Background: an optimization exercise with open tools, aiming at small area and a short achievable clock period. Do not read the settings as production practice.
RTL that was checked went through simulation tests only; none was proved equivalent to the original.
Power and IR drop assume default switching activity.

==> flow/design.v (excerpt) <==
module MemorySystem	(
	input clk,
	input reset,
	input RWB,
	input [5:0] address,
	input [7:0] data,
	output hit,
	output [7:0] MemSysOut
);
For scale: about 1100 cells after synthesis, about 26 I/O pins, roughly 21000 um^2 of cells after synthesis.
Settings: LEC_CHECK=0, CAP_MARGIN=20, CORE_MARGIN=2, CORE_UTILIZATION=50, CTS_BUF_LIST=sky130_fd_sc_hd__clkbuf_16, CTS_CLUSTER_DIAMETER=100, CTS_CLUSTER_SIZE=30, PLACE_DENSITY=0.65, SETUP_SLACK_MARGIN=5, SLEW_MARGIN=20, SYNTH_HIERARCHICAL=1, TNS_END_PERCENT=5; clock period 10.0 ns.
run.sh (not shown) runs the stock make flow with config.mk's settings and CLKGATE_MAP_FILE= SYNTH_SCRIPT=/design/flow/synth_recipe.tcl, a recipe that flattens the netlist after the stock synthesis.
The starting point completed with no timing, DRC or antenna violations.
Change:
CORE_UTILIZATION = 60   (was 50)
CTS_BUF_LIST = sky130_fd_sc_hd__clkbuf_8   (was sky130_fd_sc_hd__clkbuf_16)
CTS_CLUSTER_DIAMETER = 80   (was 100)
CTS_CLUSTER_SIZE = 16   (was 30)
PLACE_DENSITY = 0.75   (was 0.65)
What happened: The new run finished with timing, DRC and antenna clean. Design area hardly moves. Synthesized area stays the same. Power stays flat. Clock-buffer cell count came out higher by 19. Hold slack barely changes. Final cell count came out lower by 4.1%. Via count came out higher by 4.6%. Setup slack loses 0.047 ns. Utilization came out higher by 12 points. Combinational power came out higher by about 2%. Sequential share of layout area came out higher by 0.13 points.

* * *

== exp/maple ==
MemorySystem again, from the RTL that the note above started with.
make LEC_CHECK=0 CAP_MARGIN=5 CORE_MARGIN=2 CORE_UTILIZATION=40 CTS_BUF_LIST=sky130_fd_sc_hd__clkbuf_16 CTS_CLUSTER_DIAMETER=100 CTS_CLUSTER_SIZE=30 PLACE_DENSITY=0.6 SETUP_SLACK_MARGIN=5 SLEW_MARGIN=5 SYNTH_HIERARCHICAL=1 TNS_END_PERCENT=5 finish   # period 10.0 ns
#### Input delta (exp/lagoon over exp/maple)
# exp/maple
export LEC_CHECK = 0
export CAP_MARGIN = 5
export CORE_MARGIN = 2
export CORE_UTILIZATION = 40
export CTS_BUF_LIST = sky130_fd_sc_hd__clkbuf_16
export CTS_CLUSTER_DIAMETER = 100
export CTS_CLUSTER_SIZE = 30
export PLACE_DENSITY = 0.6
export SETUP_SLACK_MARGIN = 5
export SLEW_MARGIN = 5
export SYNTH_HIERARCHICAL = 1
export TNS_END_PERCENT = 5
create_clock -name core_clock -period 10.0 [get_ports {clk}]
# exp/lagoon
export LEC_CHECK = 0
export CAP_MARGIN = 20
export CORE_MARGIN = 2
export CORE_UTILIZATION = 40
export CTS_BUF_LIST = sky130_fd_sc_hd__clkbuf_4
export PLACE_DENSITY = 0.6
export SETUP_SLACK_MARGIN = 4
export SLEW_MARGIN = 20
export SYNTH_HIERARCHICAL = 1
create_clock -name core_clock -period 10.0 [get_ports {clk}]
### Flow results
- Routed wire length (exp/lagoon vs. exp/maple) decreases slightly
- Compared with exp/maple, exp/lagoon shows a amount of wire on met2 after detailed routing that is about 1.5% lower.
- Delta (exp/lagoon minus exp/maple): power increased about 20%, switching power of the nets rose about 20%, cell area after layout shows an increase of 2.4%, buffer share of cell area decreased 2.0 points.
- exp/lagoon vs exp/maple, critical path capture point: MemSysOut[6] vs MemSysOut[0]
--- input diff exp/lagoon..exp/willow ---
# exp/lagoon
export LEC_CHECK = 0
export CAP_MARGIN = 20
export CORE_MARGIN = 2
export CORE_UTILIZATION = 40
export CTS_BUF_LIST = sky130_fd_sc_hd__clkbuf_4
export PLACE_DENSITY = 0.6
export SETUP_SLACK_MARGIN = 4
export SLEW_MARGIN = 20
export SYNTH_HIERARCHICAL = 1
create_clock -name core_clock -period 10.0 [get_ports {clk}]
# exp/willow
export LEC_CHECK = 0
export CAP_MARGIN = 20
export CORE_MARGIN = 2
export CORE_UTILIZATION = 60
export CTS_BUF_LIST = sky130_fd_sc_hd__clkbuf_16
export CTS_CLUSTER_DIAMETER = 100
export CTS_CLUSTER_SIZE = 30
export PLACE_DENSITY = 0.75
export SETUP_SLACK_MARGIN = 4.4
export SLEW_MARGIN = 20
export SYNTH_HIERARCHICAL = 1
export TNS_END_PERCENT = 5
create_clock -name core_clock -period 10.0 [get_ports {clk}]
--- outcome ---
Side by side, final weighted congestion of routability-driven global placement turned out higher in exp/willow than in exp/lagoon.
Sort exp/lagoon and exp/willow by sequential cell area share, ascending, and exp/lagoon comes first.
Sort exp/lagoon and exp/willow by detailed-route vias per instance asc -> top: exp/lagoon
exp/willow — buffering stage count on the worst path with inverters included 2 higher, exp/lagoon as reference
The total wirelength of the detailed-routed design of exp/willow is lower than that of exp/lagoon.
exp/willow vs exp/lagoon — maximum frequency climbed by a few percent
> inputs changed (exp/willow -> exp/amber)
# exp/willow
export LEC_CHECK = 0
export CAP_MARGIN = 20
export CORE_MARGIN = 2
export CORE_UTILIZATION = 60
export CTS_BUF_LIST = sky130_fd_sc_hd__clkbuf_16
export CTS_CLUSTER_DIAMETER = 100
export CTS_CLUSTER_SIZE = 30
export PLACE_DENSITY = 0.75
export SETUP_SLACK_MARGIN = 4.4
export SLEW_MARGIN = 20
export SYNTH_HIERARCHICAL = 1
export TNS_END_PERCENT = 5
create_clock -name core_clock -period 10.0 [get_ports {clk}]
# exp/amber
export LEC_CHECK = 0
export CAP_MARGIN = 20
export CORE_MARGIN = 2
export CORE_UTILIZATION = 40
export CTS_BUF_LIST = sky130_fd_sc_hd__clkbuf_8
export CTS_CLUSTER_DIAMETER = 80
export CTS_CLUSTER_SIZE = 16
export PLACE_DENSITY = 0.6
export SETUP_SLACK_MARGIN = 5
export SLEW_MARGIN = 20
export SYNTH_HIERARCHICAL = 1
export TNS_END_PERCENT = 5
create_clock -name core_clock -period 10.0 [get_ports {clk}]
[summary]
Compare exp/willow and exp/amber | met2 wire length lower: exp/willow. In exp/amber the global-route usage turned out 8.6 points lower than in exp/willow. Row worst setup slack: exp/amber lower / exp/willow higher.
> inputs changed (exp/amber -> exp/ember)
# exp/amber
export LEC_CHECK = 0
export CAP_MARGIN = 20
export CORE_MARGIN = 2
export CORE_UTILIZATION = 40
export CTS_BUF_LIST = sky130_fd_sc_hd__clkbuf_8
export CTS_CLUSTER_DIAMETER = 80
export CTS_CLUSTER_SIZE = 16
export PLACE_DENSITY = 0.6
export SETUP_SLACK_MARGIN = 5
export SLEW_MARGIN = 20
export SYNTH_HIERARCHICAL = 1
export TNS_END_PERCENT = 5
create_clock -name core_clock -period 10.0 [get_ports {clk}]
# exp/ember
export LEC_CHECK = 0
export CAP_MARGIN = 20
export CORE_MARGIN = 2
export CORE_UTILIZATION = 40
export CTS_BUF_LIST = sky130_fd_sc_hd__clkbuf_16
export CTS_CLUSTER_DIAMETER = 100
export CTS_CLUSTER_SIZE = 30
export PLACE_DENSITY = 0.6
export SETUP_SLACK_MARGIN = 5
export SLEW_MARGIN = 20
export SYNTH_HIERARCHICAL = 1
export TNS_END_PERCENT = 5
create_clock -name core_clock -period 10.0 [get_ports {clk}]
--- outcome ---
Reported for exp/ember and exp/amber, number of distinct library cells after synthesis turned out identical to the last digit.
The setup slack of exp/ember is larger than that of exp/amber.
Global-route usage, exp/ember and exp/amber: larger value in exp/amber
Between exp/ember and exp/amber, the wire length of the first global-routing pass is higher for exp/amber.
The uppermost layer routed comes out met5 in one run and met4 in the other, namely in exp/ember and exp/amber respectively.
Delta(share of cells above drive strength 1, exp/ember - exp/amber) < 0
Comparing exp/ember and exp/amber, the higher cell area after layout is on exp/amber.
When the final numbers for exp/ember and exp/amber were put side by side, the number of clock buffer instances in the layout turned out to be smaller in exp/ember.
exp/amber → exp/ember: final cell count now sits lower, share of power burned in combinational logic now sits lower, placer's final routability congestion estimate now sits at about the same level.

* * *

== lane 1 ==
Starting RTL as in the previous note.
clock: 10.0 ns
lec_check: 0
cap_margin: 20
core_margin: 2
core_utilization: 40
cts_buf_list: sky130_fd_sc_hd__clkbuf_16
cts_cluster_diameter: 100
cts_cluster_size: 30
place_density: 0.6
setup_slack_margin: 5
slew_margin: 20
synth_hierarchical: 1
Input-level comparison between lane 2 and lane 1:
# lane 1
export LEC_CHECK = 0
export CAP_MARGIN = 20
export CORE_MARGIN = 2
export CORE_UTILIZATION = 40
export CTS_BUF_LIST = sky130_fd_sc_hd__clkbuf_16
export CTS_CLUSTER_DIAMETER = 100
export CTS_CLUSTER_SIZE = 30
export PLACE_DENSITY = 0.6
export SETUP_SLACK_MARGIN = 5
export SLEW_MARGIN = 20
export SYNTH_HIERARCHICAL = 1
create_clock -name core_clock -period 10.0 [get_ports {clk}]
# lane 2
export LEC_CHECK = 0
export CAP_MARGIN = 20
export CORE_MARGIN = 2
export CORE_UTILIZATION = 70
export CTS_BUF_LIST = sky130_fd_sc_hd__clkbuf_16
export CTS_CLUSTER_DIAMETER = 100
export CTS_CLUSTER_SIZE = 30
export PLACE_DENSITY = 0.82
export SETUP_SLACK_MARGIN = 5
export SLEW_MARGIN = 20
export SYNTH_HIERARCHICAL = 1
export TNS_END_PERCENT = 5
create_clock -name core_clock -period 10.0 [get_ports {clk}]
Results
A top routing layer in use of met5 is what lane 1 shows, while met4 belongs to lane 2. Going from lane 1 to lane 2, portion of the layout cell area used by non-clock buffers has increased; cell area after layout went down about 1.6%; met3 wire length has increased; highest achievable clock rate flat; critical path depth now sits lower. Comparing the two runs side by side, lane 2 comes out behind lane 1 on sum of routed wire length over all layers. Lane 2 gives more total routing resource utilization after global routing than lane 1 did. Run comparison: lane 2 worst setup path startpoint address[0]; lane 1 worst setup path startpoint address[1]. Compared with lane 1, lane 2 shows a lower layout overhead on the synthesized area. Compared lane 2 against lane 1; fraction of standard cell area in multi-input logic within noise.

* * *

Another version of the RTL of MemorySystem (not shown whole).
Size in the first run: about 1100 cells after synthesis, roughly 570 flip-flops, roughly 26 I/O pins, about 21000 um2 of cells after synthesis.
==> flow/config.mk <==
export PLATFORM = sky130hd
export DESIGN_NAME = MemorySystem
export DESIGN_NICKNAME = MemorySystem
export VERILOG_FILES = /design/flow/design.v
export SDC_FILE = /design/flow/constraint.sdc
export NUM_CORES = 4
export LEC_CHECK = 0
export CAP_MARGIN = 20
export CORE_MARGIN = 2
export CORE_UTILIZATION = 40
export PLACE_DENSITY = 0.6
export SETUP_SLACK_MARGIN = 3.5
export SLEW_MARGIN = 20
export SYNTH_HIERARCHICAL = 1
==> flow/constraint.sdc <==
create_clock -name core_clock -period 10.0 [get_ports {clk}]
set_input_delay 2.0000 -clock core_clock [delete_from_list [all_inputs] [get_ports {clk}]]
set_output_delay 2.0000 -clock core_clock [all_outputs]
set_load 0.01 [all_outputs]
The first run went through all stages and came out clean.
Edit:
Settings changed: SETUP_SLACK_MARGIN 3.5 to 4.5.
Combinational power is higher by a few percent.
Power fell slightly.
Core utilization rose by 0.49 points.
Via count increases slightly.
Worst setup slack got worse by 0.12 ns.
Clock skew came out lower by 0.021 ns.
Final cell count stays flat.
Global-route usage stays flat.
No functional check of the RTL was part of any run of this note.

* * *

sierra:
MemorySystem, a different RTL version from the one above (not shown whole).
For scale: ~1200 cells after synthesis, ~570 flip-flops, roughly 26 I/O pins.
// MemorySystem
module MemorySystem	(
	input clk,
	input reset,
	input RWB,
	input [5:0] address,
	input [7:0] data,
	output hit,
	output [7:0] MemSysOut
);
	wire [7:0] set_oh = 8'd1 << address[2:0];
	wire [7:0] tag_oh = 8'd1 << address[5:3];
	Cache cache1 (
		.clk(clk), .reset(reset), .set_oh(set_oh), .tag(address[5:3]), .hit(hit)
	) ;
	RAM ram1 (
		.clk(clk), .reset(reset), .we(RWB), .col_oh(set_oh), .row_oh(tag_oh),
		.wdata(data), .rdata(MemSysOut)
	) ;
endmodule
clock: 10.0 ns
lec_check: 0
cap_margin: 20
core_margin: 2
core_utilization: 60
cts_buf_list: sky130_fd_sc_hd__clkbuf_16
cts_cluster_diameter: 100
cts_cluster_size: 30
place_density: 0.75
setup_slack_margin: 5
slew_margin: 20
synth_hierarchical: 1
tns_end_percent: 5
Changes in garnet relative to sierra:
Settings: PLACE_DENSITY now 0.6, was 0.75; CORE_UTILIZATION now 40, was 60.
Results
Going from sierra to garnet, normalized max-slew margin lower; total power roughly the same; total routing usage reported by global routing lower; buffer count from post-CTS setup fixing lower; final area roughly the same.
On clock-buffer cell count: garnet sits below sierra.
Function was not checked in any run of this note: the RTL went through the layout flow alone.

==> re-timing with driven ports <==
How much do the figures lean on ideal ports? The routed layouts below were timed once more, with nothing changed but the port constraints. Step 1 (the two cells are an assumption about what drives the block):
set clk [get_ports {clk}]
set_driving_cell -lib_cell sky130_fd_sc_hd__clkbuf_16 $clk
set_driving_cell -lib_cell sky130_fd_sc_hd__buf_2 [delete_from_list [all_inputs] $clk]
Step 2, shift: input delay + t, output delay - t, t = (earliest + latest rising clock arrival at the registers) / 2. This alone moves slack from input paths to output paths. Three values: no drivers, after step 1, after step 2; two values: the first two.
run	shift t [ns]	setup WS [ns]	worst hold slack (ns)	cell pins on the clock port's net
the first run of note 1	0.628	4.199 / 4.108 / 4.108	0.489 / 0.489 / 0.489	1
the second run of note 1	0.652	4.152 / 4.018 / 4.018	0.488 / 0.488 / 0.488	1
exp/maple	0.623	4.150 / 4.022 / 4.022	0.483 / 0.483 / 0.483	1
exp/lagoon	0.889	4.044 / 3.991 / 3.991	0.471 / 0.471 / 0.471	1
exp/willow	0.615	4.165 / 4.046 / 4.046	0.489 / 0.489 / 0.489	1
exp/amber	0.692	4.123 / 3.942 / 3.942	0.482 / 0.482 / 0.482	1
exp/ember	0.623	4.150 / 4.022 / 4.022	0.483 / 0.483 / 0.483	1
lane 1	0.625	4.122 / 3.964 / 3.964	0.486 / 0.486 / 0.486	1
lane 2	0.619	4.114 / 3.985 / 3.985	0.507 / 0.507 / 0.507	1
the first run of note 4	0.670	3.272 / 3.136 / 3.136	0.517 / 0.517 / 0.517	1
the second run of note 4	0.676	3.151 / 3.112 / 3.112	0.523 / 0.523 / 0.523	1
sierra	0.605	4.018 / 3.971 / 3.971	0.486 / 0.486 / 0.486	1
garnet	0.629	4.045 / 3.988 / 3.988	0.487 / 0.487 / 0.487	1
After both steps every run listed still meets setup and hold. The setup slack of exp/amber, which loses most, moves by -0.181 ns with the drivers and by -0.181 ns with both steps.
